Background: an optimization exercise with open tools, aiming at small area, a short achievable clock period and few clock cycles. Do not read the settings as production practice. Where RTL was checked, it was by simulation tests only, not by an equivalence proof against the original. Power is estimated from default activity; no workload was simulated.

Setup of tundra:
==> module stackMultiCycle, before the edit <==
module stackMultiCycle(
	clk,
	rst,
	mem_addr,
	mem_rdata,
	mem_wdata,
	mem_we);
input clk,rst;
output [4:0] mem_addr;
input [7:0] mem_rdata;
output [7:0] mem_wdata;
output mem_we;
    reg  [4:0] addr;     
    reg  [4:0] pc;       
    reg        we;       
    reg        dcyc;     
    reg        d_push;   
    reg  [4:0] ja;       
    reg  [7:0] ir2;      
    reg  [7:0] t, n;     
    reg x_add, x_sub, x_and, x_not, x_jz, x_push;
    reg hit_r;           
    reg o, dn_a, dn_h;
    reg  [7:0] c_valid;
    reg  [7:0] c_we;     
    reg  [1:0] c_tag  [0:7];
    reg  [7:0] c_data [0:7];
    assign mem_addr  = addr;
    assign mem_we    = we;
    assign mem_wdata = t;
    wire d_pop    = dcyc & ~d_push;
    wire taken    = x_jz & (t == 8'd0);
    wire miss     = x_push & ~hit_r;
    wire push_now = (x_push & hit_r) | d_push;
    wire pop_now  = x_add | x_sub | x_and | d_pop;
    wire hold_now = ~(push_now | pop_now);
    wire       dec_ok = (~dcyc & ~taken & ~miss) | d_push;
    wire [7:0] ins    = d_push ? ir2 : mem_rdata;
    wire [2:0] op     = ins[7:5];
    wire       i_pop  = op == 3'b101;
    wire       i_push = op == 3'b100;
    wire       i_jmp  = op == 3'b110;
    wire [2:0] ci     = ins[2:0];
    wire       hit_m  = c_valid[ci] & (c_tag[ci] == ins[4:3]);
    wire       fill   = d_push & (ja[2:0] == ci);
    wire       hit    = fill ? (ja[4:3] == ins[4:3]) : hit_m;
    wire [4:0] seq = addr + 5'd1;
    wire       o_next = o ^ hold_now;
    wire       i_alu  = ~op[2] & ~(op[1] & op[0]);
    integer k;
    always @(posedge clk, posedge rst) begin
        if (rst) begin
            addr    <= 5'd0;
            pc      <= 5'd0;
            we      <= 1'b0;
            dcyc    <= 1'b0;
            dn_a    <= 1'b1;
            dn_h    <= 1'b0;
            d_push  <= 1'b0;
            x_add   <= 1'b0;
            x_sub   <= 1'b0;
            x_and   <= 1'b0;
            x_not   <= 1'b0;
            x_jz    <= 1'b0;
            x_push  <= 1'b0;
            o       <= 1'b0;
            c_valid <= 8'd0;
            c_we    <= 8'd0;
        end else begin
            if (~dcyc) pc <= seq;
            if (d_pop) addr <= pc;
            else if (taken | miss) addr <= ja;
            else if (dec_ok & (i_pop | i_jmp)) addr <= ins[4:0];
            else if (d_push) addr <= pc;
            else addr <= seq;
            we      <= dec_ok & i_pop;
            dcyc    <= (dec_ok & i_pop) | miss;
            dn_a    <= miss | (~o_next & ~(dec_ok & (i_pop | i_alu)));
            dn_h    <= dec_ok & i_push & hit;
            d_push  <= miss;
            x_add   <= dec_ok & (op == 3'b000);
            x_sub   <= dec_ok & (op == 3'b001);
            x_and   <= dec_ok & (op == 3'b010);
            x_not   <= dec_ok & (op == 3'b011);
            x_jz    <= dec_ok & (op == 3'b111);
            x_push  <= dec_ok & i_push;
            o       <= o_next;
            c_valid <= c_valid | c_we;
            c_we    <= ({8{dec_ok & i_pop}} & (8'd1 << ci))
                     | ({8{miss}} & (8'd1 << ja[2:0]));
        end
    end
    always @(posedge clk) begin
        hit_r <= hit;
        if (~dcyc) ir2 <= mem_rdata;
        if (dec_ok) ja <= ins[4:0];
        for (k = 0; k < 8; k = k + 1)
            if (c_we[k]) begin
                c_tag[k]  <= ja[4:3];
                c_data[k] <= d_push ? mem_rdata : t;
            end
    end
    wire [7:0] c0, c1;
    Stack stk (.clk(clk), .dn(dn_a | dn_h), .d_in(o ? t : n),
               .c0(c0), .c1(c1));
    always @(posedge clk) begin
        n <= ({8{hold_now}} & n) | ({8{push_now}} & t)
           | ({8{pop_now}} & (o ? c1 : c0));
    end
    wire [7:0] sum, diff;
    ALU add0 (.a(t), .b(n),  .cin(1'b0), .out(sum));
    ALU sub0 (.a(t), .b(~n), .cin(1'b1), .out(diff));
    wire [7:0] cval = c_data[ja[2:0]];
    wire       t_keep = ~(dcyc | x_add | x_sub | x_and | x_not | (x_push & hit_r));
    always @(posedge clk) begin
        t <= ({8{t_keep}} & t)
           | ({8{d_push}} & mem_rdata)
           | ({8{d_pop}}  & n)
           | ({8{x_add}}  & sum)
           | ({8{x_sub}}  & diff)
           | ({8{x_and}}  & (t & n))
           | ({8{x_not}}  & ~t)
           | ({8{x_push & hit_r}} & cval);
    end
endmodule
Settings: LEC_CHECK=0, CAP_MARGIN=20, CORE_MARGIN=2, CORE_UTILIZATION=60, CTS_BUF_LIST=sky130_fd_sc_hd__clkbuf_8, CTS_CLUSTER_DIAMETER=50, CTS_CLUSTER_SIZE=20, SETUP_SLACK_MARGIN=2.0, SLEW_MARGIN=20; clock period 4.0 ns.
run.sh (not shown) runs the stock make flow with config.mk's settings and CLKGATE_MAP_FILE= SYNTH_SCRIPT=/design/flow/synth_recipe.tcl, a recipe that flattens the netlist after the stock synthesis.
tundra did not stop at any stage, and its layout met the timing, design-rule and antenna checks.
Edits applied to the flow inputs when going from tundra to nickel:
diff --git a/flow/design.v b/flow/design.v
--- a/flow/design.v
+++ b/flow/design.v
@@ -70,84 +70,75 @@
 input [7:0] mem_rdata;
 output [7:0] mem_wdata;
 output mem_we;
     reg  [4:0] addr;     
     reg  [4:0] pc;       
     reg        we;       
-    reg        dcyc;     
     reg        d_push;   
     reg  [4:0] ja;       
     reg  [7:0] ir2;      
     reg  [7:0] t, n;     
     reg x_add, x_sub, x_and, x_not, x_jz, x_push;
     reg hit_r;           
-    reg o, dn_a, dn_h;
+    reg o;
     reg  [7:0] c_valid;
     reg  [7:0] c_we;     
     reg  [1:0] c_tag  [0:7];
     reg  [7:0] c_data [0:7];
     assign mem_addr  = addr;
     assign mem_we    = we;
     assign mem_wdata = t;
-    wire d_pop    = dcyc & ~d_push;
+    wire dcyc     = we | d_push;
     wire taken    = x_jz & (t == 8'd0);
     wire miss     = x_push & ~hit_r;
     wire push_now = (x_push & hit_r) | d_push;
-    wire pop_now  = x_add | x_sub | x_and | d_pop;
+    wire pop_now  = x_add | x_sub | x_and | we;
     wire hold_now = ~(push_now | pop_now);
     wire       dec_ok = (~dcyc & ~taken & ~miss) | d_push;
     wire [7:0] ins    = d_push ? ir2 : mem_rdata;
     wire [2:0] op     = ins[7:5];
     wire       i_pop  = op == 3'b101;
     wire       i_push = op == 3'b100;
     wire       i_jmp  = op == 3'b110;
     wire [2:0] ci     = ins[2:0];
     wire       hit_m  = c_valid[ci] & (c_tag[ci] == ins[4:3]);
     wire       fill   = d_push & (ja[2:0] == ci);
     wire       hit    = fill ? (ja[4:3] == ins[4:3]) : hit_m;
     wire [4:0] seq = addr + 5'd1;
-    wire       o_next = o ^ hold_now;
-    wire       i_alu  = ~op[2] & ~(op[1] & op[0]);
     integer k;
     always @(posedge clk, posedge rst) begin
         if (rst) begin
             addr    <= 5'd0;
             pc      <= 5'd0;
             we      <= 1'b0;
-            dcyc    <= 1'b0;
-            dn_a    <= 1'b1;
-            dn_h    <= 1'b0;
             d_push  <= 1'b0;
             x_add   <= 1'b0;
             x_sub   <= 1'b0;
             x_and   <= 1'b0;
             x_not   <= 1'b0;
             x_jz    <= 1'b0;
             x_push  <= 1'b0;
             o       <= 1'b0;
             c_valid <= 8'd0;
             c_we    <= 8'd0;
         end else begin
             if (~dcyc) pc <= seq;
-            if (d_pop) addr <= pc;
+            if (we) addr <= pc;
             else if (taken | miss) addr <= ja;
             else if (dec_ok & (i_pop | i_jmp)) addr <= ins[4:0];
             else if (d_push) addr <= pc;
             else addr <= seq;
             we      <= dec_ok & i_pop;
-            dcyc    <= (dec_ok & i_pop) | miss;
-            dn_a    <= miss | (~o_next & ~(dec_ok & (i_pop | i_alu)));
-            dn_h    <= dec_ok & i_push & hit;
             d_push  <= miss;
             x_add   <= dec_ok & (op == 3'b000);
             x_sub   <= dec_ok & (op == 3'b001);
             x_and   <= dec_ok & (op == 3'b010);
             x_not   <= dec_ok & (op == 3'b011);
             x_jz    <= dec_ok & (op == 3'b111);
             x_push  <= dec_ok & i_push;
-            o       <= o_next;
+            o       <= o ^ hold_now;
             c_valid <= c_valid | c_we;
             c_we    <= ({8{dec_ok & i_pop}} & (8'd1 << ci))
                      | ({8{miss}} & (8'd1 << ja[2:0]));
         end
     end
     always @(posedge clk) begin
@@ -158,13 +149,13 @@
             if (c_we[k]) begin
                 c_tag[k]  <= ja[4:3];
                 c_data[k] <= d_push ? mem_rdata : t;
             end
     end
     wire [7:0] c0, c1;
-    Stack stk (.clk(clk), .dn(dn_a | dn_h), .d_in(o ? t : n),
+    Stack stk (.clk(clk), .dn(push_now | (hold_now & ~o)), .d_in(o ? t : n),
                .c0(c0), .c1(c1));
     always @(posedge clk) begin
         n <= ({8{hold_now}} & n) | ({8{push_now}} & t)
            | ({8{pop_now}} & (o ? c1 : c0));
     end
     wire [7:0] sum, diff;
@@ -172,13 +163,13 @@
     ALU sub0 (.a(t), .b(~n), .cin(1'b1), .out(diff));
     wire [7:0] cval = c_data[ja[2:0]];
     wire       t_keep = ~(dcyc | x_add | x_sub | x_and | x_not | (x_push & hit_r));
     always @(posedge clk) begin
         t <= ({8{t_keep}} & t)
            | ({8{d_push}} & mem_rdata)
-           | ({8{d_pop}}  & n)
+           | ({8{we}}     & n)
            | ({8{x_add}}  & sum)
            | ({8{x_sub}}  & diff)
            | ({8{x_and}}  & (t & n))
            | ({8{x_not}}  & ~t)
            | ({8{x_push & hit_r}} & cval);
     end
==> comparison <==
On minimum setup slack after placement: between tundra and nickel, it ends up higher for tundra.
Compared with tundra, nickel shows a lower post-synthesis simple-gate area fraction.
Cell count: nickel higher than tundra
On nickel: net switching share of the total power is 0.48 points higher than what tundra gave.
Multiplexer share of the synthesized area essentially unchanged between tundra and nickel.
No run of this note included a check of the RTL's function; only the layout flow was run.

---

main:
The RTL this note starts from:
==> flow/design.v <==
`timescale 1ps/1ps
module ALU (
    input  [7:0] a,
    input  [7:0] b,
    input        cin,
    output [7:0] out
    );
    wire [8:0] g0 = {a & b, cin};
    wire [8:0] p0 = {a ^ b, 1'b0};
    wire [8:0] g1, p1, g2, p2, g3, p3, g4;
    genvar i;
    generate
        for (i = 0; i < 9; i = i + 1) begin : ks
            if (i >= 1) begin
                assign g1[i] = g0[i] | (p0[i] & g0[i-1]);
                assign p1[i] = p0[i] & p0[i-1];
            end else begin
                assign g1[i] = g0[i];
                assign p1[i] = p0[i];
            end
            if (i >= 2) begin
                assign g2[i] = g1[i] | (p1[i] & g1[i-2]);
                assign p2[i] = p1[i] & p1[i-2];
            end else begin
                assign g2[i] = g1[i];
                assign p2[i] = p1[i];
            end
            if (i >= 4) begin
                assign g3[i] = g2[i] | (p2[i] & g2[i-4]);
                assign p3[i] = p2[i] & p2[i-4];
            end else begin
                assign g3[i] = g2[i];
                assign p3[i] = p2[i];
            end
            if (i >= 8) assign g4[i] = g3[i] | (p3[i] & g3[i-8]);
            else assign g4[i] = g3[i];
        end
    endgenerate
    assign out = p0[8:1] ^ g4[7:0];
endmodule
`timescale 1ps/1ps
module Stack #(parameter DEPTH = 62) (
    input            clk,
    input            dn,       
    input      [7:0] d_in,     
    output     [7:0] c0,       
    output     [7:0] c1        
    );
    reg [7:0] c [0:DEPTH-1];
    integer i;
    always @(posedge clk) begin
        c[0] <= ~(dn ? d_in : c[1]);
        for (i = 1; i < DEPTH-1; i = i + 1)
            c[i] <= ~(dn ? c[i-1] : c[i+1]);
        c[DEPTH-1] <= ~c[DEPTH-2];
    end
    assign c0 = ~c[0];
    assign c1 = c[1];
endmodule
`timescale 1ps/1ps
module stackMultiCycle(
	clk,
	rst,
	mem_addr,
	mem_rdata,
	mem_wdata,
	mem_we);
input clk,rst;
output [4:0] mem_addr;
input [7:0] mem_rdata;
output [7:0] mem_wdata;
output mem_we;
    reg  [4:0] addr;     
    reg  [4:0] pc;       
    reg        we;       
    reg        dcyc;     
    reg        d_push;   
    reg  [4:0] ja;       
    reg  [7:0] t, n;     
    reg        tz;       
    reg x_add, x_sub, x_and, x_not, x_jz, x_push;
    reg hit_r;           
    reg p_add, p_sub, p_and, p_not, p_jz, p_push, p_pop, p_jmp, p_hit;
    reg [4:0] p_a;
    reg o, dn_a, dn_h;
    reg  [7:0] c_valid;
    reg  [7:0] c_we;     
    reg  [1:0] c_tag  [0:7];
    reg  [7:0] c_data [0:7];
    assign mem_addr  = addr;
    assign mem_we    = we;
    assign mem_wdata = t;
    wire d_pop    = dcyc & ~d_push;
    wire taken    = x_jz & tz;
    wire miss     = x_push & ~hit_r;
    wire hit_now  = x_push & hit_r;
    wire push_now = hit_now | d_push;
    wire pop_now  = x_add | x_sub | x_and | d_pop;
    wire hold_now = ~(push_now | pop_now);
    wire o_next   = o ^ hold_now;
    wire [2:0] op     = mem_rdata[7:5];
    wire       r_add  = op == 3'b000;
    wire       r_sub  = op == 3'b001;
    wire       r_and  = op == 3'b010;
    wire       r_not  = op == 3'b011;
    wire       r_push = op == 3'b100;
    wire       r_pop  = op == 3'b101;
    wire       r_jmp  = op == 3'b110;
    wire       r_jz   = op == 3'b111;
    wire [2:0] ci     = mem_rdata[2:0];
    wire       r_hit  = c_valid[ci] & (c_tag[ci] == mem_rdata[4:3]);
    wire       f_ok   = ~dcyc & ~taken & ~miss;    
    wire       p_fill = ja[2:0] == p_a[2:0];
    wire       p_hitf = p_fill ? (ja[4:3] == p_a[4:3]) : p_hit;
    wire [4:0] seq = addr + 5'd1;
    integer k;
    always @(posedge clk, posedge rst) begin
        if (rst) begin
            addr    <= 5'd0;
            pc      <= 5'd0;
            we      <= 1'b0;
            dcyc    <= 1'b0;
            d_push  <= 1'b0;
            x_add   <= 1'b0;
            x_sub   <= 1'b0;
            x_and   <= 1'b0;
            x_not   <= 1'b0;
            x_jz    <= 1'b0;
            x_push  <= 1'b0;
            o       <= 1'b0;
            dn_a    <= 1'b1;
            dn_h    <= 1'b0;
            c_valid <= 8'd0;
            c_we    <= 8'd0;
        end else begin
            if (~dcyc) pc <= seq;
            o       <= o_next;
            c_valid <= c_valid | c_we;
            if (d_push) begin
                addr   <= (p_pop | p_jmp) ? p_a : pc;
                we     <= p_pop;
                dcyc   <= p_pop;
                d_push <= 1'b0;
                x_add  <= p_add;
                x_sub  <= p_sub;
                x_and  <= p_and;
                x_not  <= p_not;
                x_jz   <= p_jz;
                x_push <= p_push;
                dn_a   <= ~o_next & ~(p_pop | p_add | p_sub | p_and);
                dn_h   <= p_push & p_hitf;
                c_we   <= {8{p_pop}} & (8'd1 << p_a[2:0]);
            end else begin
                if (d_pop) addr <= pc;
                else if (taken | miss) addr <= ja;
                else if (r_pop | r_jmp) addr <= mem_rdata[4:0];
                else addr <= seq;
                we     <= f_ok & r_pop;
                dcyc   <= (f_ok & r_pop) | miss;
                d_push <= miss;
                x_add  <= f_ok & r_add;
                x_sub  <= f_ok & r_sub;
                x_and  <= f_ok & r_and;
                x_not  <= f_ok & r_not;
                x_jz   <= f_ok & r_jz;
                x_push <= f_ok & r_push;
                dn_a   <= miss | (~o_next & ~(f_ok & (r_pop | r_add | r_sub | r_and)));
                dn_h   <= f_ok & r_push & r_hit;
                c_we   <= ({8{f_ok & r_pop}} & (8'd1 << ci))
                        | ({8{miss}} & (8'd1 << ja[2:0]));
            end
        end
    end
    always @(posedge clk) begin
        hit_r <= d_push ? p_hitf : r_hit;
        p_add <= r_add;
        p_sub <= r_sub;
        p_and <= r_and;
        p_not <= r_not;
        p_jz  <= r_jz;
        p_push <= r_push;
        p_pop <= r_pop;
        p_jmp <= r_jmp;
        p_hit <= r_hit;
        p_a   <= mem_rdata[4:0];
        if (d_push) ja <= p_a;
        else if (f_ok) ja <= mem_rdata[4:0];
        for (k = 0; k < 8; k = k + 1)
            if (c_we[k]) begin
                c_tag[k]  <= ja[4:3];
                c_data[k] <= d_push ? mem_rdata : t;
            end
    end
    wire [7:0] c0, c1;
    Stack stk (.clk(clk), .dn(dn_a | dn_h), .d_in(o ? t : n), .c0(c0), .c1(c1));
    wire [7:0] n_pop = o ? c1 : c0;
    always @(posedge clk) begin
        n <= ({8{hold_now}} & n) | ({8{push_now}} & t) | ({8{pop_now}} & n_pop);
    end
    wire [7:0] sum, diff;
    ALU add0 (.a(t), .b(n),  .cin(1'b0), .out(sum));
    ALU sub0 (.a(t), .b(~n), .cin(1'b1), .out(diff));
    wire [7:0] cval   = c_data[ja[2:0]];
    wire       t_keep = ~(dcyc | x_add | x_sub | x_and | x_not | hit_now);
    wire [7:0] t_or   = t | n;
    wire       z_sum  = ((t ^ n) ^ {t_or[6:0], 1'b0}) == 8'd0;    
    always @(posedge clk) begin
        t <= ({8{t_keep}}  & t)
           | ({8{d_push}}  & mem_rdata)
           | ({8{d_pop}}   & n)
           | ({8{x_add}}   & sum)
           | ({8{x_sub}}   & diff)
           | ({8{x_and}}   & (t & n))
           | ({8{x_not}}   & ~t)
           | ({8{hit_now}} & cval);
        tz <= (t_keep  & tz)
            | (d_push  & (mem_rdata == 8'd0))
            | (d_pop   & (n == 8'd0))
            | (x_add   & z_sum)
            | (x_sub   & (t == n))
            | (x_and   & ((t & n) == 8'd0))
            | (x_not   & (t == 8'hff))
            | (hit_now & (cval == 8'd0));
    end
endmodule
clock: 4.0 ns
lec_check: 0
cap_margin: 20
core_margin: 2
core_utilization: 70
cts_buf_list: sky130_fd_sc_hd__clkbuf_8
cts_cluster_diameter: 50
cts_cluster_size: 20
place_density: 0.9
setup_slack_margin: 1.9
slew_margin: 20
Having completed the whole flow, main delivered a layout that passed the timing, design-rule and antenna checks.
Testbench counts of main, summed over its fixed seeds: cycles 48,074.
> inputs changed (main -> the feature branch)
--- a/flow/design.v
+++ b/flow/design.v
@@ -197,9 +197,8 @@
     always @(posedge clk) begin
         n <= ({8{hold_now}} & n) | ({8{push_now}} & t) | ({8{pop_now}} & n_pop);
     end
-    wire [7:0] sum, diff;
-    ALU add0 (.a(t), .b(n),  .cin(1'b0), .out(sum));
-    ALU sub0 (.a(t), .b(~n), .cin(1'b1), .out(diff));
+    wire [7:0] arith;    
+    ALU add0 (.a(t), .b(n ^ {8{x_sub}}), .cin(x_sub), .out(arith));
     wire [7:0] cval   = c_data[ja[2:0]];
     wire       t_keep = ~(dcyc | x_add | x_sub | x_and | x_not | hit_now);
     wire [7:0] t_or   = t | n;
@@ -208,8 +207,7 @@
         t <= ({8{t_keep}}  & t)
            | ({8{d_push}}  & mem_rdata)
            | ({8{d_pop}}   & n)
-           | ({8{x_add}}   & sum)
-           | ({8{x_sub}}   & diff)
+           | ({8{x_add | x_sub}} & arith)
            | ({8{x_and}}   & (t & n))
            | ({8{x_not}}   & ~t)
            | ({8{hit_now}} & cval);
### Flow results
The feature branch vs. main: overall routed net length has decreased; via count of the routed design essentially unchanged; fmax shrank by 22 MHz. In the feature branch, the post-synthesis share of cell area spent on and, or, nand and nor gates came out 0.38 points below the value in main. The global-route usage in the feature branch sits 0.25 points below the value recorded for main. In summary, main completed successfully, with a layout that passed the timing, design-rule and antenna checks. The feature branch: flow completed, timing, DRC and antenna clean. Measured against each other, the feature branch and main differ in number of antenna repair diodes, the lower figure coming from main. The feature branch reports a lower number of rows in the core area than main does.
For the feature branch, only the layout was checked, not whether the RTL still works.

-- port drivers added, routing unchanged --
Ports are ideal in the flow. The routed layouts listed here were re-timed in OpenROAD. Step 1, drivers: a clkbuf_16 drives clk and a buf_2 each remaining input, both assumed. Step 2 also shifts input and output timing later by t, the mid clock arrival at the registers, as if the neighbouring blocks saw the same clock. Three values: ideal ports, drivers, drivers and shift; two values: the first two.
run | shift t [ns] | setup WS [ns] | hold WS [ns] | latest minus earliest clock arrival (ns)
tundra | 0.701 | 1.816 / 1.816 / 1.222 | 0.387 / 0.384 / 0.387 | 0.030 / 0.030
nickel | 0.699 | 1.881 / 1.832 / 1.261 | 0.389 / 0.389 / 0.389 | 0.033 / 0.033
main | 0.652 | 1.879 / 1.832 / 1.390 | 0.387 / 0.387 / 0.387 | 0.040 / 0.040
the feature branch | 0.624 | 1.773 / 1.773 / 1.374 | 0.387 / 0.387 / 0.387 | 0.032 / 0.032
After both steps every run listed still meets setup and hold. For nickel, which loses most, drivers alone change the setup slack by -0.049 ns; drivers and shift together by -0.620 ns.
